This is an optimization exercise on Yosys and OpenROAD, whose aim is a short achievable clock period and few clock cycles, not a production implementation. At most, simulation tests tie the RTL to the original design; equivalence was not proved. No functional check of the RTL was part of runs 1 and 4. No activity file was given, so power comes from the tool's default toggle rates.

File: flow/config.mk
export PLATFORM = sky130hd
export DESIGN_NAME = CPU
export DESIGN_NICKNAME = CPU
export VERILOG_FILES = /design/flow/design.v
export SDC_FILE = /design/flow/constraint.sdc
export NUM_CORES = 4
export LEC_CHECK = 0
export ABC_CLOCK_PERIOD_IN_PS = 2500
export CAP_MARGIN = 20
export CORE_MARGIN = 2
export CORE_UTILIZATION = 40
export SLEW_MARGIN = 20
export SYNTH_HIERARCHICAL = 1
File: flow/constraint.sdc
create_clock -name core_clock -period 9.5 [get_ports {clk}]
set_input_delay 1.9000 -clock core_clock [delete_from_list [all_inputs] [get_ports {clk}]]
set_output_delay 1.9000 -clock core_clock [all_outputs]
set_load 0.01 [all_outputs]
File: flow/design.v
module ks_add32(
    input  [31:0] a,
    input  [31:0] b,
    input         cin,
    output [31:0] s,
    output        cout
    );
    wire [31:0] p0 = a ^ b;
    wire [31:0] g0 = a & b;
    wire [31:0] g1, p1, g2, p2, g3, p3, g4, p4, g5, p5;
    wire [31:0] gi = {g0[31:1], g0[0] | (p0[0] & cin)};
    genvar i;
    generate
        for (i = 0; i < 32; i = i + 1) begin : l1
            if (i >= 1) begin
                assign g1[i] = gi[i] | (p0[i] & gi[i-1]);
                assign p1[i] = p0[i] & p0[i-1];
            end else begin
                assign g1[i] = gi[i];
                assign p1[i] = p0[i];
            end
        end
        for (i = 0; i < 32; i = i + 1) begin : l2
            if (i >= 2) begin
                assign g2[i] = g1[i] | (p1[i] & g1[i-2]);
                assign p2[i] = p1[i] & p1[i-2];
            end else begin
                assign g2[i] = g1[i];
                assign p2[i] = p1[i];
            end
        end
        for (i = 0; i < 32; i = i + 1) begin : l3
            if (i >= 4) begin
                assign g3[i] = g2[i] | (p2[i] & g2[i-4]);
                assign p3[i] = p2[i] & p2[i-4];
            end else begin
                assign g3[i] = g2[i];
                assign p3[i] = p2[i];
            end
        end
        for (i = 0; i < 32; i = i + 1) begin : l4
            if (i >= 8) begin
                assign g4[i] = g3[i] | (p3[i] & g3[i-8]);
                assign p4[i] = p3[i] & p3[i-8];
            end else begin
                assign g4[i] = g3[i];
                assign p4[i] = p3[i];
            end
        end
        for (i = 0; i < 32; i = i + 1) begin : l5
            if (i >= 16) begin
                assign g5[i] = g4[i] | (p4[i] & g4[i-16]);
                assign p5[i] = p4[i] & p4[i-16];
            end else begin
                assign g5[i] = g4[i];
                assign p5[i] = p4[i];
            end
        end
    endgenerate
    wire [32:0] c = {g5, cin};
    assign s = p0 ^ c[31:0];
    assign cout = c[32];
endmodule
module ks_lt32(
    input  [31:0] a,
    input  [31:0] b,
    output        ltu,
    output        lts
    );
    wire [31:0] s;
    wire        cout;
    ks_add32 sub(.a(a), .b(~b), .cin(1'b1), .s(s), .cout(cout));
    assign ltu = ~cout;
    assign lts = ~cout ^ a[31] ^ b[31];
endmodule
module cmp32(
    input  [31:0] a,
    input  [31:0] b,
    output        eq,
    output        ltu,
    output        lts
    );
    assign eq = (a == b);
    ks_lt32 lt(.a(a), .b(b), .ltu(ltu), .lts(lts));
endmodule
module pc_add #(
    parameter W = 13
)(
    input  [31:0]  pc,
    input  [W-1:0] imm,
    output [31:0]  s
    );
    wire [W:0] lo = {1'b0, pc[W-1:0]} + {1'b0, imm};
    wire [31-W:0] hi   = pc[31:W];
    wire [31-W:0] hi_p = hi + 1'b1;
    wire [31-W:0] hi_m = hi - 1'b1;
    assign s[W-1:0] = lo[W-1:0];
    assign s[31:W]  = (imm[W-1] == lo[W]) ? hi : (lo[W] ? hi_p : hi_m);
endmodule
module Register_File(
    input         clk,
    input  [4:0]  ra1, ra2,
    output [31:0] rd1, rd2,
    input  [4:0]  wa,
    input  [31:0] wd,
    input         we
    );
    reg [31:0] rf [1:31];
    assign rd1 = (ra1 == 5'd0) ? 32'd0 : rf[ra1];
    assign rd2 = (ra2 == 5'd0) ? 32'd0 : rf[ra2];
    always @(posedge clk) begin
        if (we && wa != 5'd0)
            rf[wa] <= wd;
    end
endmodule
module CPU(
    input clk,
    input rstn,
    output [31:0] imem_addr,
    input  [31:0] imem_rdata,
    output [31:0] dmem_addr,
    output [31:0] dmem_wdata,
    output dmem_we,
    input  [31:0] dmem_rdata
    );
    reg  [31:0] pc_f;
    reg         wr_e, ld_e, st_e, cb_e, beq_e, blt_e, bltu_e, jalr_e;
    reg         pt_e;
    reg  [4:0]  rd_e;
    reg  [31:0] a_e, b_e, sd_e, pre_e, alt_e;
    reg  [19:0] pch_e;           
    reg         aui_e;
    reg  [3:0]  bi_e;
    reg         fa_r_e, fa_l_e;      
    reg         fb_r_e, fb_l_e;      
    reg         fs_r_e, fs_l_e, fs_n_e;      
    reg         s_add_e, s_sub_e, s_xor_e, s_or_e, s_and_e, s_sll_e, s_sr_e, s_pre_e;
    reg         sra_e;
    reg  [4:0]  sh_e;
    reg         wr_m, ld_m, st_m;
    reg  [4:0]  rd_m;
    reg  [31:0] res_m, sd_m, addr_m, alt_m;
    reg         late_m, tk_m, pt_m;
    reg  [31:0] pc_o;            
    reg         bht_v [0:15];
    reg  [1:0]  bht_c [0:15];
    reg         upd_v, upd_t;
    reg  [3:0]  upd_i;
    assign dmem_addr  = addr_m;
    assign dmem_wdata = sd_m;
    assign dmem_we    = st_m;
    wire [31:0] wbd = ld_m ? dmem_rdata : res_m;
    assign imem_addr = pc_o;
    wire [31:0] ir  = imem_rdata;
    wire [6:0]  op  = ir[6:0];
    wire [4:0]  rs1 = ir[19:15];
    wire [4:0]  rs2 = ir[24:20];
    wire [4:0]  rd  = ir[11:7];
    wire [2:0]  f3  = ir[14:12];
    wire is_op    = (op[6:2] == 5'b01100);
    wire is_opi   = (op[6:2] == 5'b00100);
    wire is_lui   = (op[6:2] == 5'b01101);
    wire is_auipc = (op[6:2] == 5'b00101);
    wire is_ld    = (op[6:2] == 5'b00000);
    wire is_st    = (op[6:2] == 5'b01000);
    wire is_br    = (op[6:2] == 5'b11000);
    wire is_jal   = (op[6:2] == 5'b11011);
    wire is_jalr  = (op[6:2] == 5'b11001);
    wire wrs      = is_op | is_opi | is_lui | is_auipc | is_ld | is_jal | is_jalr;
    wire [31:0] imm_i = {{20{ir[31]}}, ir[31:20]};
    wire [31:0] imm_s = {{20{ir[31]}}, ir[31:25], ir[11:7]};
    wire [31:0] imm_b = {{20{ir[31]}}, ir[7], ir[30:25], ir[11:8], 1'b0};
    wire [31:0] imm_u = {ir[31:12], 12'b0};
    wire [31:0] imm_j = {{12{ir[31]}}, ir[19:12], ir[20], ir[30:21], 1'b0};
    wire [31:0] tgt_b, tgt_j;
    pc_add #(.W(13)) add_b(.pc(pc_f), .imm(imm_b[12:0]), .s(tgt_b));
    pc_add #(.W(21)) add_j(.pc(pc_f), .imm(imm_j[20:0]), .s(tgt_j));
    wire [31:0] pc4_f = pc_f + 32'd4;
    wire br_nop = ~ir[31] & ~ir[7] & (ir[30:25] == 6'd0) & (ir[11:8] == 4'd2);
    wire cb_f   = is_br & ~br_nop;
    wire [3:0] bi   = pc_f[5:2];
    wire       sdir = (rs1 == rs2) ? (f3 == 3'b000) : ir[31];
    wire       dir  = bht_v[bi] ? bht_c[bi][1] : sdir;
    wire       pt_f = cb_f & dir;
    wire [31:0] rf1, rf2;
    Register_File Register_File_dut(
        .clk(clk), .ra1(rs1), .ra2(rs2), .rd1(rf1), .rd2(rf2),
        .wa(rd_m), .wd(wbd), .we(wr_m)
    );
    wire byp1 = wr_m & (rd_m == rs1);
    wire byp2 = wr_m & (rd_m == rs2);
    wire [31:0] rv1 = byp1 ? wbd : rf1;
    wire [31:0] rv2 = byp2 ? wbd : rf2;
    wire use_imm = is_opi | is_ld | is_st | is_jalr;
    wire [31:0] imm_alu = is_st ? imm_s : imm_i;
    wire m1 = wr_e & (rd_e == rs1);
    wire m2 = wr_e & (rd_e == rs2);
    wire stall = is_jalr & m1 & ld_e;
    wire [31:0] D  = dmem_rdata;
    wire [31:0] Ae = fa_r_e ? res_m : a_e;
    wire [31:0] Be = fb_r_e ? res_m : b_e;
    wire [31:0] A  = fa_l_e ? D : Ae;
    wire [31:0] B  = fb_l_e ? D : Be;
    wire [31:0] S  = ({32{fs_r_e}} & res_m) | ({32{fs_l_e}} & D) | ({32{fs_n_e}} & sd_e);
    wire [31:0] sum, dif;
    ks_add32 add_u(.a(A), .b(B),  .cin(1'b0), .s(sum), .cout());
    ks_add32 sub_u(.a(A), .b(~B), .cin(1'b1), .s(dif), .cout());
    wire eq_ee, ltu_ee, lts_ee, eq_de, ltu_de, lts_de, eq_ed, ltu_ed, lts_ed;
    cmp32 c_ee(.a(Ae), .b(Be), .eq(eq_ee), .ltu(ltu_ee), .lts(lts_ee));
    cmp32 c_de(.a(D),  .b(Be), .eq(eq_de), .ltu(ltu_de), .lts(lts_de));
    cmp32 c_ed(.a(Ae), .b(D),  .eq(eq_ed), .ltu(ltu_ed), .lts(lts_ed));
    wire late_e  = cb_e & (fa_l_e | fb_l_e);
    wire taken_ee = (beq_e & eq_ee) | (blt_e & lts_ee) | (bltu_e & ltu_ee);
    wire eq_l  = (fa_l_e & ~fb_l_e & eq_de)  | (~fa_l_e & fb_l_e & eq_ed)  | (fa_l_e & fb_l_e);
    wire ltu_l = (fa_l_e & ~fb_l_e & ltu_de) | (~fa_l_e & fb_l_e & ltu_ed);
    wire lts_l = (fa_l_e & ~fb_l_e & lts_de) | (~fa_l_e & fb_l_e & lts_ed);
    wire taken_l  = (beq_e & eq_l) | (blt_e & lts_l) | (bltu_e & ltu_l);
    wire [31:0] jt;
    ks_add32 add_je(.a(Ae), .b(b_e), .cin(1'b0), .s(jt), .cout());
    wire [31:0] shl = A << sh_e;
    wire [31:0] shr = $signed({sra_e & A[31], A}) >>> sh_e;
    wire [31:0] pre_v = {aui_e ? pre_e[31:12] + pch_e : pre_e[31:12], pre_e[11:0]};
    wire [31:0] res_e = ({32{s_add_e}} & sum)
                      | ({32{s_sub_e}} & dif)
                      | ({32{s_xor_e}} & (A ^ B))
                      | ({32{s_or_e }} & (A | B))
                      | ({32{s_and_e}} & (A & B))
                      | ({32{s_sll_e}} & shl)
                      | ({32{s_sr_e }} & shr)
                      | ({32{s_pre_e}} & pre_v);
    wire taken_e    = late_e ? taken_l : taken_ee;
    wire redirect_l = late_m & (tk_m ^ pt_m);
    wire redirect_e = ~redirect_l & ((cb_e & ~late_e & (taken_ee ^ pt_e)) | jalr_e);
    wire [31:0] rtgt_e = jalr_e ? {jt[31:1], 1'b0} : alt_e;
    wire [31:0] npc_p = is_jal ? tgt_j : (pt_f ? tgt_b : pc4_f);
    wire [31:0] npc_s = stall ? pc_f : npc_p;
    wire [31:0] npc   = ({32{redirect_l}} & alt_m) | ({32{redirect_e}} & rtgt_e) | ({32{~redirect_l & ~redirect_e}} & npc_s);
    always @(posedge clk or negedge rstn) begin
        if (!rstn)
            pc_f <= 32'd0;
        else
            pc_f <= npc;
    end
    always @(posedge clk)
        pc_o <= {32{rstn}} & npc;
    wire go = ~redirect_e & ~redirect_l & ~stall;
    wire gor = go & rstn;
    always @(posedge clk) begin
        wr_e   <= gor & wrs & (rd != 5'd0);
        ld_e   <= gor & is_ld;
        st_e   <= gor & is_st;
        cb_e   <= gor & cb_f;
        beq_e  <= gor & cb_f & (f3 == 3'b000);
        blt_e  <= gor & cb_f & (f3 == 3'b100);
        bltu_e <= gor & cb_f & (f3 == 3'b110);
        jalr_e <= gor & is_jalr;
    end
    always @(posedge clk) begin
        rd_e    <= rd;
        pt_e    <= pt_f;
        bi_e    <= bi;
        a_e     <= rv1;
        b_e     <= use_imm ? imm_alu : rv2;
        sd_e    <= rv2;
        alt_e   <= pt_f ? pc4_f : tgt_b;
        fa_r_e  <= m1 & ~ld_e;
        fa_l_e  <= m1 & ld_e;
        fb_r_e  <= ~use_imm & m2 & ~ld_e;
        fb_l_e  <= ~use_imm & m2 & ld_e;
        fs_r_e  <= m2 & ~ld_e;
        fs_l_e  <= m2 & ld_e;
        fs_n_e  <= ~m2;
        pre_e   <= is_lui ? imm_u : (is_auipc ? {ir[31:12], pc_f[11:0]} : pc4_f);
        pch_e   <= pc_f[31:12];
        aui_e   <= is_auipc;
        s_add_e <= (is_op & ~ir[30] & (f3 == 3'b000)) | (is_opi & (f3 == 3'b000)) | is_ld | is_st;
        s_sub_e <= is_op & ir[30] & (f3 == 3'b000);
        s_xor_e <= (is_op | is_opi) & (f3 == 3'b100);
        s_or_e  <= (is_op | is_opi) & (f3 == 3'b110);
        s_and_e <= (is_op | is_opi) & (f3 == 3'b111);
        s_sll_e <= is_opi & (f3 == 3'b001);
        s_sr_e  <= is_opi & (f3 == 3'b101);
        s_pre_e <= is_lui | is_auipc | is_jal | is_jalr;
        sra_e   <= ir[30];
        sh_e    <= ir[24:20];
    end
    always @(posedge clk or negedge rstn) begin
        if (!rstn) begin
            wr_m <= 1'b0; ld_m <= 1'b0; upd_v <= 1'b0; late_m <= 1'b0;
        end else begin
            wr_m <= wr_e & ~redirect_l; ld_m <= ld_e & ~redirect_l;
            upd_v <= cb_e & ~redirect_l; late_m <= late_e & ~redirect_l;
        end
    end
    always @(posedge clk) begin
        st_m  <= st_e & ~redirect_l;     
        tk_m  <= taken_l;
        pt_m  <= pt_e;
        alt_m <= alt_e;
        addr_m <= sum;
        rd_m  <= rd_e;
        res_m <= res_e;
        sd_m  <= S;
        upd_t <= taken_e;
        upd_i <= bi_e;
    end
    integer k;
    always @(posedge clk or negedge rstn) begin
        if (!rstn) begin
            for (k = 0; k < 16; k = k + 1) bht_v[k] <= 1'b0;
        end else if (upd_v) begin
            bht_v[upd_i] <= 1'b1;
        end
    end
    always @(posedge clk) begin
        if (upd_v) begin
            if (!bht_v[upd_i])
                bht_c[upd_i] <= upd_t ? 2'b11 : 2'b00;
            else if (upd_t && bht_c[upd_i] != 2'b11)
                bht_c[upd_i] <= bht_c[upd_i] + 2'b01;
            else if (!upd_t && bht_c[upd_i] != 2'b00)
                bht_c[upd_i] <= bht_c[upd_i] - 2'b01;
        end
    end
endmodule
File: flow/flow/run.sh
#!/bin/bash
# Standard ORFS layout with two changes:
#  - no adder-cell mapping in synthesis (the adders are written as
#    parallel-prefix logic and are left to ABC);
#  - repair_timing asked for extra setup margin, so that it keeps optimising
#    below the (loose) clock constraint.
set -euo pipefail
MARGIN=${MARGIN:-6.0}
bash standard.sh ADDER_MAP_FILE= MATCH_CELL_FOOTPRINT=0 SETUP_SLACK_MARGIN=$MARGIN finish > standard_flow.log 2>&1
File: flow/standard.sh
#!/bin/bash
# synth_recipe.tcl (not shown) runs the flow's synth.tcl, then flattens the netlist and writes it again
# the make line also repeats each setting of config.mk as NAME=value (left out here)
make -C /OpenROAD-flow-scripts/flow DESIGN_CONFIG=/design/flow/config.mk WORK_HOME=/design/flow/orfs CLKGATE_MAP_FILE= SYNTH_SCRIPT=/design/flow/synth_recipe.tcl "${@:-finish}"
==> results of run 1 <==
[worst max-delay path, stage by stage]
cell and delay, ps:
clkbuf_2 110, buf_12 140, mux2i_2 80, buf_4 180
buf_4 130, buf_4 150, xnor2_4 150, a211oi_4 310
or4b_4 530, o21a_1 220, a21oi_4 240, a31oi_4 130
a221o_1 290, a222oi_1 290, nor3_2 100, xnor2_1 140
a222oi_1 310, nand4_1 320, a221oi_2 270, o221ai_1 140
[cell type report]
type                       count  area [um2]  share of cell area [%]
antenna                       11        27.5                  0.0267
clock buffer                 210        4380                    4.25
timing repair inverter         3        15.0                  0.0146
clock inverter                85         916                   0.889
multi-input combinational   4680       43400                    42.1
sequential                  1469       39900                    38.8
tap                         2688        3360                    3.26
inverter                     335        1370                    1.33
timing repair buffer         836        9680                    9.39
[flip-flops by register name, indices dropped and copies added (netlist names), 16 cells and up]
name / cells
res_m: 32
sd_e: 32
addr_m: 32
bht_v: 16
pc_o: 32
alt_e: 32
pre_e: 32
pch_e: 20
Register_File_dut.rf: 992
alt_m: 32
b_e: 32
bht_c: 32
sd_m: 32
a_e: 32
pc_f: 32
[power breakdown]
part	switching [uW]	internal [uW]	leakage [uW]	total, uW
Sequential	797	7580	0.0133	8370
Combinational	4060	3030	0.0226	7090
Clock	2750	3610	0.00256	6360
Total	7610	14200	0.0385	21800
[layer usage]
metal,vias to the layer above,track usage (%)
li1,27602,-
met1,33034,38.9
met2,4176,46.1
met3,893,6.55
met4,8,17.6
met5,-,0
[worst paths after layout]
path                                     from         to  slack (ps)  depth (start not counted)
worst max-delay path            dmem_rdata[5]  res_m[29]        4060                         20
worst min register to register        bi_e[0]   upd_i[0]         310                          0
max in group asynchronous                rstn   bht_v[4]        7470                          2
min in group asynchronous                rstn   pc_f[24]        1010                          1
worst min-delay path                  bi_e[0]   upd_i[0]         310                          0
worst max register to register         fa_l_e  res_m[29]        4160                         17
[timing repair]
action                     4_1_cts  5_1_grt
cloned                          51       23
pin swaps                      160      188
setup endpoints to repair      703      245
gates resized for setup        874      319
setup buffers                  275      156
hold endpoints to repair         0        0
[stage by stage]
step | cell area [um2] | std cells | hold WS [ps] | total power (uW) | setup slack [ps]
after floorplan | 84000 | 6943 | 310 | 12100 | 4140
after global placement | 87800 | 9502 | 313 | 14100 | 2110
after detailed placement | 87800 | 9503 | 314 | 14200 | 2070
after CTS | 99700 | 10124 | 320 | 21200 | 4080
after global routing | 103000 | 10309 | 326 | 22500 | 4010
final | 103000 | 10317 | 314 | 21800 | 4060
==> results.py, run 1 <==
metrics = {
    "timing": {
        "final-setup-viol-count": 0,
        "min_period_over_period_pct": 57.2,
        "skew_ps": 41.7,
        "rsz0062_at_grt": "true",
        "drv_slew": 0,
        "hold_viol_final": 0,
        "max_freq_ghz": 0.184,
        "tns_ps": 0,
        "worst_pin_slew_ps": 1290,
        "relSlewSlack_pct": 13.8,
        "min_period_ps": 5440,
    },
    "global_route": {
        "antenna_found_initial": 19,
        "grt_max_degree": 72,
        "grt_usage_pct": 30.0,
        "grt_pass1_vias": 62685,
        "overflow": 0,
        "grt_pass1_wl_um": 455000,
    },
    "clock_network": {
        "htree_levels": 4,
        "cts_tree": "yes",
        "clockBufferDepth": 3,
        "cts-root-buf": "clkbuf_16",
        "clkTransAtPathRegs_ps": 60,
        "cts_buffers": 161,
        "clk_latency_ps": 850,
        "postCtsHoldBufs": 0,
        "clock-sinks": 1469,
    },
    "critical_path": {
        "critPathKind": "in -> reg",
        "endpoint_kind": "register",
        "worst_setup_path_start_kind": "input port",
        "crit_required_ps": 10210,
        "critPathMaxFanout": 3,
        "cp.arrival_ps": 6140,
    },
    "routing": {
        "drt_iter0_markers": 8813,
        "drc_errors": 0,
        "antenna_left": 0,
        "wire_per_inst_um": 32.2,
        "dr_total_vias": 65713,
        "route.met2.wl_um": 148000,
        "drt-total-wl_um": 332000,
        "wl_met1_um": 124000,
        "highest_layer": "met5",
        "drtPass1Iterations": 7,
        "vias_per_cell": 6.37,
        "wl_met3_um": 37300,
    },
    "floorplanning": {
        "start_util_pct": 40.3,
        "rows": 166,
        "die_h_um": 459,
        "io_pins": 163,
        "die_w_um": 459,
        "core_um2": 205000,
        "die_area_um2": 210000,
    },
    "worst_hold_path": {
        "hp-class": "reg -> reg",
    },
    "power": {
        "ir_worst_vdd_mv": 0.206,
        "power_density_nw_per_um2": 212,
        "power.leakage_uw": 0.0385,
    },
    "place": {
        "dp_hpwl_um": 200000,
        "routabilityCongestion": 1.01,
        "port_buffers": 160,
    },
    "synthesis": {
        "netlist_area_um2": 82700,
        "avgSynthCellArea_um2": 11.9,
        "postSynthCellCount": 6931,
        "ys_warn_count": 9,
    },
    "final_layout": {
        "fillCellCount": 17446,
        "final_cell_mix": "edfxtp_1 (1,024), mux2i_1 (521), buf_4 (434)",
        "syn2layout_area_growth_pct": 24.6,
        "final_common_cell": "edfxtp_1",
        "final_nets": 7552,
        "drive_gt1_share_pct": 28.4,
        "final_core_util_pct": 50.3,
    },
    "flow_run": {
        "cap_violations": 0,
    },
    "status": {
        "status": "complete, no violations",
    },
}
==> run 2: changes to the inputs <==
--- a/flow/design.v
+++ b/flow/design.v
@@ -130,11 +130,11 @@
     reg  [31:0] a_e, b_e, sd_e, pre_e, alt_e;
     reg  [19:0] pch_e;           
     reg         aui_e;
-    reg  [3:0]  bi_e;
+    reg  [5:0]  bi_e;
     reg         fa_r_e, fa_l_e;      
     reg         fb_r_e, fb_l_e;      
     reg         fs_r_e, fs_l_e, fs_n_e;      
-    reg         s_add_e, s_sub_e, s_xor_e, s_or_e, s_and_e, s_sll_e, s_sr_e, s_pre_e;
+    reg         s_addi_e, s_add_e, s_sub_e, s_xor_e, s_or_e, s_and_e, s_sll_e, s_sr_e, s_pre_e;
     reg         sra_e;
     reg  [4:0]  sh_e;
     reg         wr_m, ld_m, st_m;
@@ -142,10 +142,10 @@
     reg  [31:0] res_m, sd_m, addr_m, alt_m;
     reg         late_m, tk_m, pt_m;
     reg  [31:0] pc_o;            
-    reg         bht_v [0:15];
-    reg  [1:0]  bht_c [0:15];
+    reg         bht_v [0:63];
+    reg  [1:0]  bht_c [0:63];
     reg         upd_v, upd_t;
-    reg  [3:0]  upd_i;
+    reg  [5:0]  upd_i;
     assign dmem_addr  = addr_m;
     assign dmem_wdata = sd_m;
     assign dmem_we    = st_m;
@@ -178,7 +178,7 @@
     wire [31:0] pc4_f = pc_f + 32'd4;
     wire br_nop = ~ir[31] & ~ir[7] & (ir[30:25] == 6'd0) & (ir[11:8] == 4'd2);
     wire cb_f   = is_br & ~br_nop;
-    wire [3:0] bi   = pc_f[5:2];
+    wire [5:0] bi   = pc_f[7:2];
     wire       sdir = (rs1 == rs2) ? (f3 == 3'b000) : ir[31];
     wire       dir  = bht_v[bi] ? bht_c[bi][1] : sdir;
     wire       pt_f = cb_f & dir;
@@ -195,12 +195,12 @@
     wire [31:0] imm_alu = is_st ? imm_s : imm_i;
     wire m1 = wr_e & (rd_e == rs1);
     wire m2 = wr_e & (rd_e == rs2);
-    wire stall = is_jalr & m1 & ld_e;
+    wire stall = ld_e & ((m1 & (is_op | is_opi | is_ld | is_st | is_jalr)) | (m2 & is_op));
     wire [31:0] D  = dmem_rdata;
     wire [31:0] Ae = fa_r_e ? res_m : a_e;
     wire [31:0] Be = fb_r_e ? res_m : b_e;
-    wire [31:0] A  = fa_l_e ? D : Ae;
-    wire [31:0] B  = fb_l_e ? D : Be;
+    wire [31:0] A  = Ae;         
+    wire [31:0] B  = Be;
     wire [31:0] S  = ({32{fs_r_e}} & res_m) | ({32{fs_l_e}} & D) | ({32{fs_n_e}} & sd_e);
     wire [31:0] sum, dif;
     ks_add32 add_u(.a(A), .b(B),  .cin(1'b0), .s(sum), .cout());
@@ -216,11 +216,14 @@
     wire lts_l = (fa_l_e & ~fb_l_e & lts_de) | (~fa_l_e & fb_l_e & lts_ed);
     wire taken_l  = (beq_e & eq_l) | (blt_e & lts_l) | (bltu_e & ltu_l);
     wire [31:0] jt;
-    ks_add32 add_je(.a(Ae), .b(b_e), .cin(1'b0), .s(jt), .cout());
+    pc_add #(.W(12)) add_je(.pc(Ae), .imm(b_e[11:0]), .s(jt));
+    wire [31:0] sum_i;
+    pc_add #(.W(12)) add_i(.pc(A), .imm(b_e[11:0]), .s(sum_i));
     wire [31:0] shl = A << sh_e;
     wire [31:0] shr = $signed({sra_e & A[31], A}) >>> sh_e;
     wire [31:0] pre_v = {aui_e ? pre_e[31:12] + pch_e : pre_e[31:12], pre_e[11:0]};
     wire [31:0] res_e = ({32{s_add_e}} & sum)
+                      | ({32{s_addi_e}} & sum_i)
                       | ({32{s_sub_e}} & dif)
                       | ({32{s_xor_e}} & (A ^ B))
                       | ({32{s_or_e }} & (A | B))
@@ -273,7 +276,8 @@
         pre_e   <= is_lui ? imm_u : (is_auipc ? {ir[31:12], pc_f[11:0]} : pc4_f);
         pch_e   <= pc_f[31:12];
         aui_e   <= is_auipc;
-        s_add_e <= (is_op & ~ir[30] & (f3 == 3'b000)) | (is_opi & (f3 == 3'b000)) | is_ld | is_st;
+        s_add_e <= is_op & ~ir[30] & (f3 == 3'b000);
+        s_addi_e <= (is_opi & (f3 == 3'b000)) | is_ld | is_st;
         s_sub_e <= is_op & ir[30] & (f3 == 3'b000);
         s_xor_e <= (is_op | is_opi) & (f3 == 3'b100);
         s_or_e  <= (is_op | is_opi) & (f3 == 3'b110);
@@ -297,7 +301,7 @@
         tk_m  <= taken_l;
         pt_m  <= pt_e;
         alt_m <= alt_e;
-        addr_m <= sum;
+        addr_m <= sum_i;
         rd_m  <= rd_e;
         res_m <= res_e;
         sd_m  <= S;
@@ -307,7 +311,7 @@
     integer k;
     always @(posedge clk or negedge rstn) begin
         if (!rstn) begin
-            for (k = 0; k < 16; k = k + 1) bht_v[k] <= 1'b0;
+            for (k = 0; k < 64; k = k + 1) bht_v[k] <= 1'b0;
         end else if (upd_v) begin
             bht_v[upd_i] <= 1'b1;
         end
--- a/flow/config.mk
+++ b/flow/config.mk
@@ -8,6 +8,5 @@
 export ABC_CLOCK_PERIOD_IN_PS = 2500
 export CAP_MARGIN = 20
 export CORE_MARGIN = 2
-export CORE_UTILIZATION = 40
+export CORE_UTILIZATION = 55
 export SLEW_MARGIN = 20
-export SYNTH_HIERARCHICAL = 1
==> run 2 against run 1 <==
- still clean
- highest routed layer unchanged
- power is 8.7% higher
- flip-flop and latch count is 149 higher
- utilization is 21 points higher
==> results.py, run 2 <==
metrics = {
    "status": {
        "status": "complete, no violations",
    },
    "synthesis": {
        "synth_flop_cell": "edfxtp_1",
        "postSynthCellCount": 6642,
        "avgSynthCellArea_um2": 12.9,
        "ys_warn_count": 3,
        "synth_edf_count": 1120,
        "synth_seq_cells": 1618,
        "yosysTopAreaCell": "edfxtp_1",
        "synthTopCellsByCount": "edfxtp_1 (1,120), mux4_2 (616), nor2_1 (547)",
        "synth.most_common_cell": "edfxtp_1",
        "synthTopCellsByArea": "edfxtp_1 (39%), mux4_2 (16%), dfxtp_1 (9.3%)",
        "ys_types": 116,
        "netlist_area_um2": 85600,
        "netlist.area_leader.share_pct": 39.3,
        "ys_async_sr_fraction_pct": 6.18,
        "seq_area_frac_synth_pct": 51.5,
    },
    "final_layout": {
        "syn2layout_area_growth_pct": 28.8,
        "final_nets": 7386,
        "design_area_um2": 110000,
        "final_common_cell": "edfxtp_1",
        "regMostFlops": "Register_File_dut.rf",
        "largest_reg_flops": 992,
        "fillCellCount": 10325,
        "final_cell_mix": "edfxtp_1 (1,120), mux4_2 (616), buf_4 (541)",
        "top_regs": "Register_File_dut.rf (992), bht_c (128), bht_v (64)",
        "drive_gt1_share_pct": 37.0,
    },
    "floorplanning": {
        "rows": 144,
        "die_area_um2": 159000,
        "io_pins": 163,
        "die_h_um": 398,
        "die_w_um": 398,
        "core_um2": 154000,
        "start_util_pct": 55.5,
    },
    "power": {
        "clkPwrFrac_pct": 29.6,
        "p_comb_share_pct": 31.8,
        "power_density_nw_per_um2": 215,
        "fin_total_pwr_uw": 23700,
        "pwr-share-seq_pct": 38.6,
        "p_int_uw": 15500,
        "p_sw_uw": 8180,
        "power.leakage_uw": 0.0404,
        "switching_share_pct": 34.5,
        "ir_worst_vdd_mv": 0.215,
    },
    "global_route": {
        "antenna_found_initial": 36,
        "grt_pass1_vias": 64174,
        "grt_pass1_wl_um": 480000,
        "overflow": 0,
        "grt_max_degree": 101,
        "grt_usage_pct": 43.0,
    },
    "timing": {
        "skew_ps": 78.2,
        "hold_viol_final": 0,
        "final-setup-viol-count": 0,
        "tns_ps": 0,
        "rsz0062_at_grt": "true",
        "worst_pin_slew_ps": 1290,
        "fin_ws_ps": 5190,
        "min_period_over_period_pct": 45.4,
        "drv_slew": 0,
        "max_freq_ghz": 0.232,
        "min_period_ps": 4310,
        "relSlewSlack_pct": 11.9,
    },
    "routing": {
        "antenna_left": 0,
        "vias_per_cell": 7.21,
        "drt-total-wl_um": 352000,
        "drtPass1Iterations": 10,
        "drt_iter0_markers": 10500,
        "wire_per_inst_um": 37.0,
        "dr_total_vias": 68641,
        "drc_errors": 0,
    },
    "place": {
        "dp_hpwl_um": 202000,
        "port_buffers": 160,
        "dp_worst_setup_slack_ps": 3140,
        "place_area_um2": 89700,
        "routabilityCongestion": 1.00,
    },
    "critical_path": {
        "crit_required_ps": 10200,
        "endpoint_kind": "register",
        "slowest_delay_ps": 440,
        "cp_slowest_cell": "dlymetal6s2s_1",
        "critPathMaxFanout": 6,
        "critPathKind": "in -> reg",
        "worst_setup_path_start_kind": "input port",
        "path_cells": "dlymetal6s2s_1, xor2_1, nand2_4, a211oi_4, o32ai_4, nor2_1, a31oi_1, or2_1, o31a_1, o211a_1, o221ai_2, a21oi_1",
        "cp.arrival_ps": 5010,
    },
    "flow_run": {
        "cap_violations": 0,
    },
    "clock_network": {
        "clk_latency_ps": 850,
        "clock-sinks": 1618,
        "cts_buffers": 172,
        "cts-root-buf": "clkbuf_16",
        "cts_tree": "yes",
        "clkTransAtPathRegs_ps": 60,
        "clockBufferDepth": 3,
        "postCtsHoldBufs": 0,
        "htree_levels": 4,
    },
    "worst_hold_path": {
        "hp-class": "reg -> reg",
    },
}
## run 2: worst paths after layout
check,startpoint,to,slack (ps),cells past startpoint
setup / recovery,imem_rdata[7],pc_o[28],5190,12
hold / removal,alt_e[13],alt_m[13],310,0
setup reg to reg,fa_r_e,pc_f[20],5460,18
hold reg to reg,alt_e[13],alt_m[13],310,0
max in group asynchronous,rstn,pc_f[5],6560,3
min in group asynchronous,rstn,pc_f[21],990,1
## run 2: logic make-up (layout without fill, tap and decap cells)
kind of cell	after synthesis	in the layout	synth area share [%]
flops	1618	1618	51.5
simple gates	1461	1468	7.83
compound gates	1419	1421	11.3
mux	1049	1049	21.6
buf+inv	663	1482	3.16
xor+xnor	363	363	3.73
fa+ha+maj	69	69	0.811
other cells	0	9	0
## run 2: metrics by stage
step / cells / utilization, % / hold slack (ps)
final: 9523 / 71.5 / 308
after global routing: 9515 / 71.5 / 314
after CTS: 9275 / 68.6 / 297
after detailed placement: 8488 / 58.2 / 314
after global placement: 8486 / 58.2 / 310
after floorplan: 6642 / - / 310
## run 2: critical path, delay by kind of cell
family,cells,cell delay [ps]
AO/OA/AOI/OAI,7,1500
XOR/XNOR,1,430
buffers and inverters,1,440
AND/OR/NAND/NOR,3,730
## run 2: power by group through the flow
stage               logic [uW]  clock network, uW  registers (uW)
floorplan                 3860                  0            8700
global placement          5270                  0            9200
detailed placement        5310                  0            9220
CTS                       6740               7040            9080
global route              7820               7340            9180
finish                    7540               7030            9140
## run 2: what timing repair did
item,CTS,global route
cloned,94,27
setup buffers,369,212
setup endpoints to repair,804,482
gates resized for setup,1247,453
pin swaps,244,242
## run 2: per-layer routing
layer  GRT usage (%)  part of all wire, %  vias up
li1                -                    -    27587
met1            57.0                   35    34589
met2            63.3                   44     5188
met3            13.3                   14     1241
met4            24.0                  7.2       36
met5               0                0.063        -
## run 2: cell type report
cell class / count / area (um2) / share of cell area, %
antenna: 9 / 22.5 / 0.0204
clock buffer: 223 / 4700 / 4.26
clock inverter: 101 / 1220 / 1.11
inverter: 128 / 522 / 0.473
multi-input combinational: 4370 / 44900 / 40.7
sequential: 1618 / 44200 / 40.1
tap: 2044 / 2560 / 2.32
timing repair buffer: 1029 / 12200 / 11.1
timing repair inverter: 1 / 11.3 / 0.0102
Testbench counts of run 2, summed over its fixed seeds: cycles 38,470.
==> run 3: changes to the inputs <==
--- a/flow/config.mk
+++ b/flow/config.mk
@@ -8,5 +8,5 @@
 export ABC_CLOCK_PERIOD_IN_PS = 2500
 export CAP_MARGIN = 20
 export CORE_MARGIN = 2
-export CORE_UTILIZATION = 55
+export CORE_UTILIZATION = 40
 export SLEW_MARGIN = 20
==> run 3 against run 2 <==
- cell area is 0.78% lower
- sequential power is 0.5% lower
- power is 1.6% lower
==> results.py, run 3 <==
metrics = {
    "worst_hold_path": {
        "hp-start": "bi_e[3]",
        "hold_path_end": "upd_i[3]",
        "whs_path_depth": 0,
        "hp-class": "reg -> reg",
    },
    "final_layout": {
        "regMostFlops": "Register_File_dut.rf",
        "final_cell_mix": "edfxtp_1 (1,120), mux4_2 (616), buf_4 (445)",
        "top_regs": "Register_File_dut.rf (992), bht_c (128), bht_v (64)",
        "final_nets": 7263,
        "drive_gt1_share_pct": 35.5,
        "syn2layout_area_growth_pct": 27.8,
        "largest_reg_flops": 992,
        "final_common_cell": "edfxtp_1",
        "fillCellCount": 17662,
    },
    "place": {
        "dp_worst_setup_slack_ps": 3290,
        "routabilityCongestion": 0.983,
        "dp_hpwl_um": 200000,
        "port_buffers": 160,
    },
    "timing": {
        "rsz0062_at_grt": "true",
        "drv_slew": 0,
        "min_period_ps": 4220,
        "relSlewSlack_pct": 17.7,
        "hold_viol_final": 0,
        "fin_hold_ws_ps": 324,
        "final-setup-viol-count": 0,
        "min_period_over_period_pct": 44.4,
        "max_freq_ghz": 0.237,
        "worst_pin_slew_ps": 1230,
        "skew_ps": 33.8,
        "tns_ps": 0,
        "fin_ws_ps": 5280,
    },
    "critical_path": {
        "critPathKind": "in -> reg",
        "crit_required_ps": 10260,
        "r2r-start": "fa_r_e",
        "rr_endpoint": "bltu_e",
        "worst_setup_path_start_kind": "input port",
        "endpoint_kind": "register",
        "ff2ff_setup_slack_ps": 5410,
        "cp.arrival_ps": 4980,
        "critPathMaxFanout": 3,
        "r2r_cells": 19,
    },
    "clock_network": {
        "htree_levels": 4,
        "clock-sinks": 1618,
        "postCtsHoldBufs": 0,
        "clockBufferDepth": 3,
        "cts_tree": "yes",
        "cts_buffers": 169,
        "clk_latency_ps": 870,
        "cts-root-buf": "clkbuf_16",
        "clkTransAtPathRegs_ps": 60,
    },
    "floorplanning": {
        "die_w_um": 467,
        "rows": 169,
        "die_area_um2": 218000,
        "core_um2": 212000,
        "start_util_pct": 40.3,
        "die_h_um": 467,
        "io_pins": 163,
    },
    "synthesis": {
        "synth.most_common_cell": "edfxtp_1",
        "netlist_area_um2": 85600,
        "seq_area_frac_synth_pct": 51.5,
        "ys_async_sr_fraction_pct": 6.18,
        "synthTopCellsByCount": "edfxtp_1 (1,120), mux4_2 (616), nor2_1 (547)",
        "ys_types": 116,
        "avgSynthCellArea_um2": 12.9,
        "ys_warn_count": 3,
        "synthTopCellsByArea": "edfxtp_1 (39%), mux4_2 (16%), dfxtp_1 (9.3%)",
        "synth_seq_cells": 1618,
        "synth_flop_cell": "edfxtp_1",
        "yosysTopAreaCell": "edfxtp_1",
        "netlist.area_leader.share_pct": 39.3,
        "synth_edf_count": 1120,
        "postSynthCellCount": 6642,
    },
    "routing": {
        "vias_per_cell": 6.59,
        "drtPass1Iterations": 9,
        "antenna_left": 0,
        "dr_total_vias": 67120,
        "drc_errors": 0,
        "wire_per_inst_um": 33.7,
        "drt-total-wl_um": 343000,
        "drt_iter0_markers": 9891,
    },
    "power": {
        "power.leakage_uw": 0.0394,
        "ir_worst_vdd_mv": 0.209,
        "power_density_nw_per_um2": 213,
    },
    "global_route": {
        "grt_pass1_vias": 64030,
        "grt_usage_pct": 29.9,
        "antenna_found_initial": 31,
        "overflow": 0,
        "grt_max_degree": 101,
        "grt_pass1_wl_um": 470000,
    },
    "flow_run": {
        "cap_violations": 0,
    },
    "status": {
        "status": "complete, no violations",
    },
}
==> run 3: routing by layer <==
metal	up-vias	global-route usage, %	wire (um)
met5	-	0	72
met4	10	17.2	24500
met3	1103	6.86	38800
met2	4530	46.2	154000
met1	34198	38.8	126000
li1	27279	-	-
==> run 3: cell type report <==
class	instances	area [um2]	share of cell area [%]
Antenna cell	16	40.0	0.0366
Clock buffer	211	4410	4.03
Clock inverter	106	1090	1.00
Multi-Input combinational cell	4369	44700	40.8
Tap cell	2821	3530	3.23
Timing Repair Buffer	910	11000	10.0
Timing Repair inverter	1	11.3	0.0103
Sequential cell	1618	44200	40.4
Inverter	128	533	0.487
==> run 3: stage by stage <==
stage / total power [uW] / instances / util [%] / instance area [um2]
floorplan: 12600 / 6642 / - / 87200
global placement: 14400 / 9252 / 42.7 / 90500
detailed placement: 14500 / 9252 / 42.7 / 90600
CTS: 22500 / 9954 / 49.5 / 105000
global route: 24000 / 10174 / 51.5 / 109000
finish: 23300 / 10180 / 51.5 / 109000
==> run 3: critical path, cell delays in order <==
cell,delay [ps]
buf_12,100
and2_4,130
maj3_2,320
maj3_2,350
and2_4,180
o32ai_4,380
buf_4,190
a21oi_4,60
o211ai_1,250
mux2i_1,120
a211oi_2,370
nor4_2,110
a211o_1,310
nor3_2,190
==> run 3: how the worst max path moves through the flow <==
stage / from / end / depth (start not counted)
after detailed placement: imem_rdata[31] / pc_o[27] / 11
after global routing: imem_rdata[29] / pc_o[25] / 14
final: imem_rdata[29] / pc_o[25] / 14
after global placement: imem_rdata[31] / pc_o[27] / 11
after CTS: imem_rdata[29] / pc_o[28] / 13
after floorplan: imem_rdata[30] / pc_o[28] / 12
==> run 3: power breakdown <==
part	internal, uW	switching, uW
logic	3310	4180
clock network	3700	3030
registers	8240	849
==> run 3: cells by family after synthesis <==
logic type / after synthesis / share of synthesized area, %
AO/OA/AOI/OAI: 1419 / 11.3
XOR/XNOR: 363 / 3.73
adder cells (fa/ha/maj): 69 / 0.811
buffers and inverters: 663 / 3.16
flip-flops: 1618 / 51.5
multiplexers: 1049 / 21.6
AND/OR/NAND/NOR: 1461 / 7.83
==> run 3: what timing repair did <==
action,in CTS,in global routing
buffers inserted,325,164
resized for setup,1166,430
endpoints found under the setup margin,686,515
gates cloned,60,46
pin swaps,237,183
==> run 4: changes to the inputs <==
--- a/flow/design.v
+++ b/flow/design.v
@@ -124,7 +124,8 @@
     input  [31:0] dmem_rdata
     );
     reg  [31:0] pc_f;
-    reg         wr_e, ld_e, st_e, cb_e, beq_e, blt_e, bltu_e, jalr_e;
+    reg         wr_e, ld_e, st_e, cb_e, beq_e, blt_e, bltu_e, jalr_e, jf_e;
+    reg         k_e;             
     reg         pt_e;
     reg  [4:0]  rd_e;
     reg  [31:0] a_e, b_e, sd_e, pre_e, alt_e;
@@ -150,6 +151,12 @@
     assign dmem_wdata = sd_m;
     assign dmem_we    = st_m;
     wire [31:0] wbd = ld_m ? dmem_rdata : res_m;
+    wire wr_x   = wr_e   & ~k_e;
+    wire ld_x   = ld_e   & ~k_e;
+    wire st_x   = st_e   & ~k_e;
+    wire cb_x   = cb_e   & ~k_e;
+    wire jalr_x = jalr_e & ~k_e;
+    wire jf_x   = jf_e   & ~k_e;
     assign imem_addr = pc_o;
     wire [31:0] ir  = imem_rdata;
     wire [6:0]  op  = ir[6:0];
@@ -175,6 +182,9 @@
     wire [31:0] tgt_b, tgt_j;
     pc_add #(.W(13)) add_b(.pc(pc_f), .imm(imm_b[12:0]), .s(tgt_b));
     pc_add #(.W(21)) add_j(.pc(pc_f), .imm(imm_j[20:0]), .s(tgt_j));
+    wire jal_n = is_jal & (ir[19:12] == {8{ir[31]}});
+    wire [31:0] tgt_jn;
+    pc_add #(.W(13)) add_jn(.pc(pc_f), .imm(imm_j[12:0]), .s(tgt_jn));
     wire [31:0] pc4_f = pc_f + 32'd4;
     wire br_nop = ~ir[31] & ~ir[7] & (ir[30:25] == 6'd0) & (ir[11:8] == 4'd2);
     wire cb_f   = is_br & ~br_nop;
@@ -193,9 +203,9 @@
     wire [31:0] rv2 = byp2 ? wbd : rf2;
     wire use_imm = is_opi | is_ld | is_st | is_jalr;
     wire [31:0] imm_alu = is_st ? imm_s : imm_i;
-    wire m1 = wr_e & (rd_e == rs1);
-    wire m2 = wr_e & (rd_e == rs2);
-    wire stall = ld_e & ((m1 & (is_op | is_opi | is_ld | is_st | is_jalr)) | (m2 & is_op));
+    wire m1 = wr_x & (rd_e == rs1);
+    wire m2 = wr_x & (rd_e == rs2);
+    wire stall = ld_x & ((m1 & (is_op | is_opi | is_ld | is_st | is_jalr)) | (m2 & is_op));
     wire [31:0] D  = dmem_rdata;
     wire [31:0] Ae = fa_r_e ? res_m : a_e;
     wire [31:0] Be = fb_r_e ? res_m : b_e;
@@ -209,7 +219,7 @@
     cmp32 c_ee(.a(Ae), .b(Be), .eq(eq_ee), .ltu(ltu_ee), .lts(lts_ee));
     cmp32 c_de(.a(D),  .b(Be), .eq(eq_de), .ltu(ltu_de), .lts(lts_de));
     cmp32 c_ed(.a(Ae), .b(D),  .eq(eq_ed), .ltu(ltu_ed), .lts(lts_ed));
-    wire late_e  = cb_e & (fa_l_e | fb_l_e);
+    wire late_e  = cb_x & (fa_l_e | fb_l_e);
     wire taken_ee = (beq_e & eq_ee) | (blt_e & lts_ee) | (bltu_e & ltu_ee);
     wire eq_l  = (fa_l_e & ~fb_l_e & eq_de)  | (~fa_l_e & fb_l_e & eq_ed)  | (fa_l_e & fb_l_e);
     wire ltu_l = (fa_l_e & ~fb_l_e & ltu_de) | (~fa_l_e & fb_l_e & ltu_ed);
@@ -233,9 +243,9 @@
                       | ({32{s_pre_e}} & pre_v);
     wire taken_e    = late_e ? taken_l : taken_ee;
     wire redirect_l = late_m & (tk_m ^ pt_m);
-    wire redirect_e = ~redirect_l & ((cb_e & ~late_e & (taken_ee ^ pt_e)) | jalr_e);
+    wire redirect_e = ~redirect_l & ((cb_x & ~late_e & (taken_ee ^ pt_e)) | jalr_x | jf_x);
     wire [31:0] rtgt_e = jalr_e ? {jt[31:1], 1'b0} : alt_e;
-    wire [31:0] npc_p = is_jal ? tgt_j : (pt_f ? tgt_b : pc4_f);
+    wire [31:0] npc_p = jal_n ? tgt_jn : (pt_f ? tgt_b : pc4_f);
     wire [31:0] npc_s = stall ? pc_f : npc_p;
     wire [31:0] npc   = ({32{redirect_l}} & alt_m) | ({32{redirect_e}} & rtgt_e) | ({32{~redirect_l & ~redirect_e}} & npc_s);
     always @(posedge clk or negedge rstn) begin
@@ -246,8 +256,7 @@
     end
     always @(posedge clk)
         pc_o <= {32{rstn}} & npc;
-    wire go = ~redirect_e & ~redirect_l & ~stall;
-    wire gor = go & rstn;
+    wire gor = ~stall & rstn;
     always @(posedge clk) begin
         wr_e   <= gor & wrs & (rd != 5'd0);
         ld_e   <= gor & is_ld;
@@ -257,6 +266,8 @@
         blt_e  <= gor & cb_f & (f3 == 3'b100);
         bltu_e <= gor & cb_f & (f3 == 3'b110);
         jalr_e <= gor & is_jalr;
+        jf_e   <= gor & is_jal & ~jal_n;
+        k_e    <= redirect_e | redirect_l;
     end
     always @(posedge clk) begin
         rd_e    <= rd;
@@ -265,7 +276,7 @@
         a_e     <= rv1;
         b_e     <= use_imm ? imm_alu : rv2;
         sd_e    <= rv2;
-        alt_e   <= pt_f ? pc4_f : tgt_b;
+        alt_e   <= is_jal ? tgt_j : (pt_f ? pc4_f : tgt_b);
         fa_r_e  <= m1 & ~ld_e;
         fa_l_e  <= m1 & ld_e;
         fb_r_e  <= ~use_imm & m2 & ~ld_e;
@@ -292,12 +303,12 @@
         if (!rstn) begin
             wr_m <= 1'b0; ld_m <= 1'b0; upd_v <= 1'b0; late_m <= 1'b0;
         end else begin
-            wr_m <= wr_e & ~redirect_l; ld_m <= ld_e & ~redirect_l;
-            upd_v <= cb_e & ~redirect_l; late_m <= late_e & ~redirect_l;
+            wr_m <= wr_x & ~redirect_l; ld_m <= ld_x & ~redirect_l;
+            upd_v <= cb_x & ~redirect_l; late_m <= late_e & ~redirect_l;
         end
     end
     always @(posedge clk) begin
-        st_m  <= st_e & ~redirect_l;     
+        st_m  <= st_x & ~redirect_l;     
         tk_m  <= taken_l;
         pt_m  <= pt_e;
         alt_m <= alt_e;
==> run 4 against run 3 <==
- still clean
- hold slack better by 3.6 ps
- fmax down 1.5%
- power about the same
- count of clock-buffer cells in the layout up 2
- setup slack worse by 65 ps
- sequential share of layout area about the same
- wire length down 1.3%
- via count up 0.78%
- die area up 1.0%
- cell count up 1.2%
- highest routed layer unchanged
==> results.py, run 4 <==
metrics = {
    "status": {
        "status": "complete, no violations",
    },
    "worst_hold_path": {
        "hp-start": "bi_e[2]",
        "hp-class": "reg -> reg",
    },
    "floorplanning": {
        "rows": 170,
        "core_um2": 215000,
        "die_w_um": 469,
        "start_util_pct": 40.3,
        "die_area_um2": 220000,
        "die_h_um": 469,
        "io_pins": 163,
    },
    "global_route": {
        "overflow": 0,
        "grt_usage_pct": 29.7,
        "grt_pass1_wl_um": 472000,
        "grt_max_degree": 82,
        "antenna_found_initial": 34,
        "grt_pass1_vias": 64723,
    },
    "routing": {
        "wire_per_inst_um": 32.9,
        "vias_per_cell": 6.57,
        "drt-total-wl_um": 339000,
        "dr_total_vias": 67642,
        "drtPass1Iterations": 9,
        "drc_errors": 0,
        "drt_iter0_markers": 9037,
        "antenna_left": 0,
    },
    "synthesis": {
        "synthTopCellsByCount": "edfxtp_1 (1,120), mux4_2 (617), nor2_1 (508)",
        "synth_flop_cell": "edfxtp_1",
        "postSynthCellCount": 6800,
        "ys_async_sr_fraction_pct": 6.17,
        "synth_edf_count": 1120,
        "synthTopCellsByArea": "edfxtp_1 (39%), mux4_2 (16%), dfxtp_1 (9.3%)",
        "netlist.area_leader.share_pct": 38.9,
        "netlist_area_um2": 86500,
        "ys_warn_count": 3,
        "synth_seq_cells": 1620,
        "synth.most_common_cell": "edfxtp_1",
        "ys_types": 108,
        "yosysTopAreaCell": "edfxtp_1",
        "avgSynthCellArea_um2": 12.7,
        "seq_area_frac_synth_pct": 51.0,
    },
    "clock_network": {
        "clockBufferDepth": 3,
        "clock-sinks": 1620,
        "postCtsHoldBufs": 0,
        "cts_buffers": 169,
        "cts_tree": "yes",
        "clkTransAtPathRegs_ps": 70,
        "htree_levels": 4,
        "cts-root-buf": "clkbuf_16",
        "clk_latency_ps": 870,
    },
    "place": {
        "dp_cells": 9415,
        "port_buffers": 160,
        "dp_worst_setup_slack_ps": 2910,
        "dp_hpwl_um": 204000,
        "routabilityCongestion": 1.03,
    },
    "timing": {
        "tns_ps": 0,
        "rsz0062_at_grt": "true",
        "fin_ws_ps": 5220,
        "hold_viol_final": 0,
        "min_period_over_period_pct": 45.1,
        "min_period_ps": 4280,
        "final-setup-viol-count": 0,
        "relSlewSlack_pct": 15.7,
        "max_freq_ghz": 0.233,
        "worst_pin_slew_ps": 1270,
        "skew_ps": 55.7,
        "drv_slew": 0,
    },
    "critical_path": {
        "crit_required_ps": 10220,
        "worst_setup_path_start_kind": "register",
        "r2r-start": "fa_r_e",
        "path_depth": 18,
        "endpoint_kind": "register",
        "critPathLaunch": "fa_r_e",
        "path_cells": "buf_12, clkbuf_16, buf_6, mux2_2, xnor2_1, o22ai_1, buf_4, nor2_1, a31oi_2, a31oi_2, a21o_1, a311o_1, buf_4, o211ai_4, buf_12, buf_12, nor4b_4, or3_1",
        "cp.arrival_ps": 5000,
        "ff2ff_setup_slack_ps": 5220,
        "cpMostUsedCell": "buf_12",
        "critPathTopFamily": "compound AO/OA/AOI/OAI gates",
        "critPathKind": "reg -> reg",
        "r2r_cells": 18,
        "slowest_delay_ps": 470,
        "critPathMaxFanout": 8,
        "rr_endpoint": "pc_f[11]",
        "cp_slowest_cell": "mux2_2",
        "worstSetupEndpoint": "pc_f[11]",
        "path_buf_inv": 7,
    },
    "power": {
        "fin_total_pwr_uw": 23300,
        "power_density_nw_per_um2": 213,
        "power.leakage_uw": 0.0391,
        "ir_worst_vdd_mv": 0.156,
    },
    "flow_run": {
        "cap_violations": 0,
    },
    "final_layout": {
        "largest_reg_flops": 992,
        "final_cell_mix": "edfxtp_1 (1,120), mux4_2 (617), buf_4 (451)",
        "final_common_cell": "edfxtp_1",
        "fillCellCount": 17867,
        "regMostFlops": "Register_File_dut.rf",
        "final_nets": 7369,
        "drive_gt1_share_pct": 34.9,
        "syn2layout_area_growth_pct": 26.7,
        "multiInputGateArea_um2": 45300,
        "regArea_um2": 44200,
        "top_regs": "Register_File_dut.rf (992), bht_c (128), bht_v (64)",
        "final_cells": 10300,
    },
}
run 4: cell count changes after synthesis, sizes merged, moves of 30 or more:
cell and delta:
nand2 +44, mux2 +54, o21bai +30, nor3 +31, nor2 -44, a21o -35
run 4: area by class of cell:
type,instances,share of cell area [%]
sequential,1620,40.3
antenna,16,0.0365
tap,2838,3.24
timing repair inverter,5,0.0948
clock buffer,213,4.09
clock inverter,101,1.01
timing repair buffer,877,9.37
multi-input combinational,4515,41.4
inverter,115,0.434
run 4: logic make-up (layout without fill, tap and decap cells):
family / Yosys count / count (layout) / synth area share, %
other: 0 / 16 / 0
AO/OA/AOI/OAI: 1464 / 1465 / 11.5
XOR/XNOR: 343 / 343 / 3.48
multiplexers: 1104 / 1104 / 22.0
adder cells (fa/ha/maj): 63 / 63 / 0.734
buffers and inverters: 669 / 1311 / 3.08
AND/OR/NAND/NOR: 1537 / 1540 / 8.16
flip-flops: 1620 / 1620 / 51.0
run 4: layer usage:
metal	global-route usage (%)	part of all wire, %	routed length (um)
met5	0	0.027	92
met4	16.3	6.6	22300
met3	5.95	10	34800
met2	46.5	46	155000
met1	38.8	37	126000
run 4: timing repair:
action,in CTS,in global routing
setup endpoints to repair,658,521
setup buffers,309,164
pin swaps,188,198
resized for setup,1021,511
cloned,64,17
hold endpoints to repair,0,0
run 4: how the worst min path moves through the flow:
stage | end | slack (ps) | cells past startpoint
after floorplan | upd_i[0] | 310 | 0
after global placement | upd_i[4] | 310 | 0
after detailed placement | upd_i[5] | 320 | 0
after CTS | upd_i[5] | 330 | 0
after global routing | upd_i[2] | 330 | 0
final | upd_i[2] | 330 | 0
run 4: worst reg2reg max path, delay by kind of cell, from the launching register on:
kind / cells / cell delay [ps]
compound gates: 6 / 1390
xor+xnor: 1 / 170
buf+inv: 7 / 1200
flops: 1 / 390
mux: 1 / 480
simple gates: 3 / 530
run 4: power by group:
group	switching, uW	internal (uW)
Clock	2980	3770
Combinational	4430	3190
Sequential	729	8220
Total	8140	15200
run 4: through the flow:
step / util, % / hold slack [ps] / cell area [um2]
6_report: 51.0 / 328 / 110000
5_1_grt: 51.0 / 331 / 110000
4_1_cts: 49.1 / 329 / 105000
3_5_place_dp: 42.8 / 315 / 91900
3_3_place_gp: 42.8 / 311 / 91900
2_1_floorplan: - / 310 / 88700
==> run 5: changes to the inputs <==
--- a/flow/design.v
+++ b/flow/design.v
@@ -215,18 +215,28 @@
     wire [31:0] sum, dif;
     ks_add32 add_u(.a(A), .b(B),  .cin(1'b0), .s(sum), .cout());
     ks_add32 sub_u(.a(A), .b(~B), .cin(1'b1), .s(dif), .cout());
-    wire eq_ee, ltu_ee, lts_ee, eq_de, ltu_de, lts_de, eq_ed, ltu_ed, lts_ed;
-    cmp32 c_ee(.a(Ae), .b(Be), .eq(eq_ee), .ltu(ltu_ee), .lts(lts_ee));
+    wire eq_de, ltu_de, lts_de, eq_ed, ltu_ed, lts_ed;
     cmp32 c_de(.a(D),  .b(Be), .eq(eq_de), .ltu(ltu_de), .lts(lts_de));
     cmp32 c_ed(.a(Ae), .b(D),  .eq(eq_ed), .ltu(ltu_ed), .lts(lts_ed));
     wire late_e  = cb_x & (fa_l_e | fb_l_e);
-    wire taken_ee = (beq_e & eq_ee) | (blt_e & lts_ee) | (bltu_e & ltu_ee);
+    wire eq_nn, ltu_nn, lts_nn, eq_rn, ltu_rn, lts_rn, eq_nr, ltu_nr, lts_nr;
+    cmp32 c_nn(.a(a_e),   .b(b_e),   .eq(eq_nn), .ltu(ltu_nn), .lts(lts_nn));
+    cmp32 c_rn(.a(res_m), .b(b_e),   .eq(eq_rn), .ltu(ltu_rn), .lts(lts_rn));
+    cmp32 c_nr(.a(a_e),   .b(res_m), .eq(eq_nr), .ltu(ltu_nr), .lts(lts_nr));
+    wire t_nn = (beq_e & eq_nn) | (blt_e & lts_nn) | (bltu_e & ltu_nn);
+    wire t_rn = (beq_e & eq_rn) | (blt_e & lts_rn) | (bltu_e & ltu_rn);
+    wire t_nr = (beq_e & eq_nr) | (blt_e & lts_nr) | (bltu_e & ltu_nr);
+    wire t_rr = beq_e;           
+    wire taken_ee = (~fa_r_e & ~fb_r_e & t_nn) | (fa_r_e & ~fb_r_e & t_rn)
+                  | (~fa_r_e & fb_r_e & t_nr) | (fa_r_e & fb_r_e & t_rr);
     wire eq_l  = (fa_l_e & ~fb_l_e & eq_de)  | (~fa_l_e & fb_l_e & eq_ed)  | (fa_l_e & fb_l_e);
     wire ltu_l = (fa_l_e & ~fb_l_e & ltu_de) | (~fa_l_e & fb_l_e & ltu_ed);
     wire lts_l = (fa_l_e & ~fb_l_e & lts_de) | (~fa_l_e & fb_l_e & lts_ed);
     wire taken_l  = (beq_e & eq_l) | (blt_e & lts_l) | (bltu_e & ltu_l);
-    wire [31:0] jt;
-    pc_add #(.W(12)) add_je(.pc(Ae), .imm(b_e[11:0]), .s(jt));
+    wire [31:0] jt_n, jt_r;
+    pc_add #(.W(12)) add_jrn(.pc(a_e),   .imm(b_e[11:0]), .s(jt_n));
+    pc_add #(.W(12)) add_jrr(.pc(res_m), .imm(b_e[11:0]), .s(jt_r));
+    wire [31:0] jt = fa_r_e ? jt_r : jt_n;
     wire [31:0] sum_i;
     pc_add #(.W(12)) add_i(.pc(A), .imm(b_e[11:0]), .s(sum_i));
     wire [31:0] shl = A << sh_e;
==> run 5 against run 4 <==
- still clean on timing, DRC and antenna
- first-iteration DRC count grew 7.1%
- clock power rose by 5.0%
- die area is 2.6% higher
- utilization shrank 0.79 points
- synthesized cell count is 5.5% higher
- fmax rose by 3.5%
- sequential power grew 2.5%
- sequential share of layout area down 0.21 points
- count of clock-buffer cells in the layout is 2 higher
- largest power group unchanged
- highest routed layer unchanged
==> results.py, run 5 <==
metrics = {
    "status": {
        "status": "complete, no violations",
    },
    "synthesis": {
        "synth_seq_cells": 1620,
        "synth.most_common_cell": "edfxtp_1",
        "seq_area_frac_synth_pct": 49.7,
        "synthSimpleGateAreaFrac_pct": 9.36,
        "ys_async_sr_fraction_pct": 6.17,
        "avgSynthCellArea_um2": 12.4,
        "synthTopCellsByArea": "edfxtp_1 (38%), mux4_2 (16%), dfxtp_1 (9.0%)",
        "synth-compound-area-share_pct": 10.9,
        "yosysTopAreaCell": "edfxtp_1",
        "postSynthCellCount": 7175,
        "synthTopCellsByCount": "edfxtp_1 (1,120), mux4_2 (625), nor2_1 (597)",
        "synth_xor_area_share_pct": 4.00,
        "netlist_area_um2": 88700,
        "synth_top_family_by_area": "multiplexers",
        "ys_types": 129,
        "netlist.area_leader.share_pct": 37.9,
        "synth_edf_count": 1120,
        "muxShareOfSynthArea_pct": 21.2,
        "synthAdderAreaFrac_pct": 1.29,
        "ys_warn_count": 3,
        "synth_flop_cell": "edfxtp_1",
    },
    "timing": {
        "rsz0062_at_grt": "true",
        "tns_ps": 0,
        "fin_ws_ps": 5360,
        "worst_pin_slew_ps": 1220,
        "drv_slew": 0,
        "skew_ps": 46.9,
        "final-setup-viol-count": 0,
        "min_period_ps": 4140,
        "max_freq_ghz": 0.242,
        "relSlewSlack_pct": 18.1,
        "min_period_over_period_pct": 43.6,
        "hold_viol_final": 0,
    },
    "critical_path": {
        "path_depth": 14,
        "cp_slowest_cell": "dfxtp_2",
        "rr_endpoint": "pc_o[18]",
        "r2r-start": "res_m[23]",
        "critPathKind": "reg -> reg",
        "slowest_delay_ps": 540,
        "cp.arrival_ps": 4960,
        "ff2ff_setup_slack_ps": 5360,
        "path_buf_inv": 2,
        "critPathLaunch": "res_m[23]",
        "worst_setup_path_start_kind": "register",
        "r2r_cells": 14,
        "path_cells": "xor2_1, or3_1, nor4bb_4, nand2b_4, nor3b_1, a211oi_1, a22o_1, a221oi_4, nand2_4, buf_12, nor2_4, clkinv_4, o31ai_4, and2_1",
        "crit_required_ps": 10320,
        "endpoint_kind": "register",
        "worstSetupEndpoint": "pc_o[18]",
        "critPathTopFamily": "simple AND/OR/NAND/NOR gates",
        "critPathMaxFanout": 12,
    },
    "power": {
        "p_comb_share_pct": 33.1,
        "pwr-share-seq_pct": 37.7,
        "fin_total_pwr_uw": 24300,
        "switching_share_pct": 35.0,
        "ir_worst_vdd_mv": 0.173,
        "p_sw_uw": 8490,
        "power.leakage_uw": 0.0395,
        "power_density_nw_per_um2": 220,
        "clkPwrFrac_pct": 29.2,
        "p_int_uw": 15800,
    },
    "worst_hold_path": {
        "hp-class": "reg -> reg",
    },
    "final_layout": {
        "final_cell_mix": "edfxtp_1 (1,120), mux4_2 (625), nor2_1 (469)",
        "final_nets": 7637,
        "design_area_um2": 111000,
        "largest_reg_flops": 992,
        "syn2layout_area_growth_pct": 24.6,
        "final_core_util_pct": 50.2,
        "final_common_cell": "edfxtp_1",
        "top_regs": "Register_File_dut.rf (992), bht_c (128), bht_v (64)",
        "fillCellCount": 18553,
        "regMostFlops": "Register_File_dut.rf",
        "drive_gt1_share_pct": 33.3,
    },
    "clock_network": {
        "clkTransAtPathRegs_ps": 70,
        "clk_latency_ps": 880,
        "postCtsHoldBufs": 0,
        "cts-root-buf": "clkbuf_16",
        "cts_buffers": 171,
        "htree_levels": 4,
        "clock-sinks": 1620,
        "clockBufferDepth": 3,
        "cts_tree": "yes",
    },
    "global_route": {
        "grt_max_degree": 100,
        "grt_pass1_vias": 66532,
        "antenna_found_initial": 33,
        "grt_usage_pct": 30.0,
        "grt_pass1_wl_um": 486000,
        "overflow": 0,
    },
    "floorplanning": {
        "die_area_um2": 226000,
        "rows": 172,
        "die_w_um": 475,
        "io_pins": 163,
        "start_util_pct": 40.3,
        "core_um2": 220000,
        "die_h_um": 475,
    },
    "place": {
        "port_buffers": 160,
        "dp_worst_setup_slack_ps": 3210,
        "place_area_um2": 93900,
        "routabilityCongestion": 0.996,
        "dp_hpwl_um": 209000,
    },
    "routing": {
        "drt-total-wl_um": 353000,
        "antenna_left": 0,
        "drt_iter0_markers": 9681,
        "drc_errors": 0,
        "dr_total_vias": 70033,
        "wire_per_inst_um": 33.0,
        "vias_per_cell": 6.54,
        "drtPass1Iterations": 7,
    },
    "flow_run": {
        "cap_violations": 0,
    },
}
## run 5: cell count changes in the layout (fill, tap and decap cells not counted), moves of 34 or more
cell	delta
nor2_1	+100
dfxtp_1	-65
xor2_1	+61
nor2b_1	+48
inv_1	+45
dfxtp_2	+40
a21o_1	+39
buf_4	-38
maj3_1	+34
## run 5: timing repair
item | in CTS | in global routing
cloned | 56 | 21
setup buffers | 231 | 185
endpoints found under the setup margin | 686 | 441
resized for setup | 1014 | 512
pin swaps | 153 | 183
## run 5: through the flow
| step | std cells | hold slack, ps |
|---|---|---|
| final | 10705 | 317 |
| after floorplan | 7175 | 310 |
| after detailed placement | 9863 | 314 |
| after global placement | 9862 | 310 |
| after global routing | 10700 | 328 |
| after CTS | 10471 | 322 |
## run 5: kinds of logic (layout without fill, tap and decap cells)
kind of cell,count (synthesis),count (layout)
other cells,0,28
fa+ha+maj,114,114
simple gates,1768,1775
compound gates,1439,1441
flops,1620,1620
buf+inv,761,1296
mux,1069,1069
xor+xnor,404,404
## run 5: final cells by class
cell class	instances	area, um2	share of cell area, %
clock inverter	106	1270	1.15
clock buffer	215	4660	4.22
timing repair inverter	6	106	0.0962
tap	2958	3700	3.35
timing repair buffer	803	9150	8.27
antenna	28	70.1	0.0634
inverter	166	683	0.618
sequential	1620	44300	40.1
multi-input combinational	4803	46500	42.1
## run 5: worst min-delay path by stage
| stage | start | depth (start not counted) | to | slack (ps) |
|---|---|---|---|---|
| 2_1_floorplan | bi_e[0] | 0 | upd_i[0] | 310 |
| 3_3_place_gp | bi_e[0] | 0 | upd_i[0] | 310 |
| 3_5_place_dp | bi_e[1] | 0 | upd_i[1] | 310 |
| 4_1_cts | alt_e[23] | 0 | alt_m[23] | 320 |
| 5_1_grt | alt_e[23] | 0 | alt_m[23] | 330 |
| 6_report | alt_e[23] | 0 | alt_m[23] | 320 |
## run 5: power groups by stage
stage / clock [uW] / combinational (uW) / sequential (uW)
floorplan: 0 / 4420 / 8670
global placement: 0 / 5950 / 9160
detailed placement: 0 / 5990 / 9170
CTS: 7150 / 7110 / 9100
global route: 7420 / 8390 / 9200
finish: 7090 / 8040 / 9160
## run 5: per-layer routing
layer,track usage (%),part of all wire (%),vias up
met1,38.2,37,35578
met2,46.5,45,4586
met4,19.7,7.9,4
met5,0,0.0076,-
met3,5.91,10,1206
li1,-,-,28659
Testbench counts of run 5, summed over its fixed seeds: cycles 38,470.

-- what the ideal ports hide --
In the flow no input, the clock included, has a driving cell. The finished layouts below were timed again as built, in two steps. Step 1 assumes that a clkbuf_16 drives the clock port and a buf_2 every other input. Step 2 adds t to the input delays and takes it off the output delays; t is the mean of the earliest and latest rising clock arrival at the registers after step 1. Input paths then give back, and output paths get back, about the clock's delay inside the block. Slacks: ideal ports / drivers / drivers and shift; pairs: ideal ports / drivers.
run	t, ns	setup WS [ns]	slew at the worst register clock pin (ns)	worst data-port slew with drivers (ns)
run 1	0.909	4.063 / 4.088 / 3.180	0.07 / 0.07	0.53
run 2	0.898	5.192 / 5.225 / 4.326	0.07 / 0.07	0.48
run 3	0.948	5.280 / 5.251 / 4.303	0.08 / 0.08	0.37
run 4	0.936	5.215 / 5.093 / 4.157	0.07 / 0.07	0.51
run 5	0.965	5.361 / 5.118 / 4.153	0.07 / 0.07	0.58
After both steps setup and hold are still met in every run listed. For run 5, which loses most, drivers alone change the setup slack by -0.243 ns; drivers and shift together by -1.208 ns.
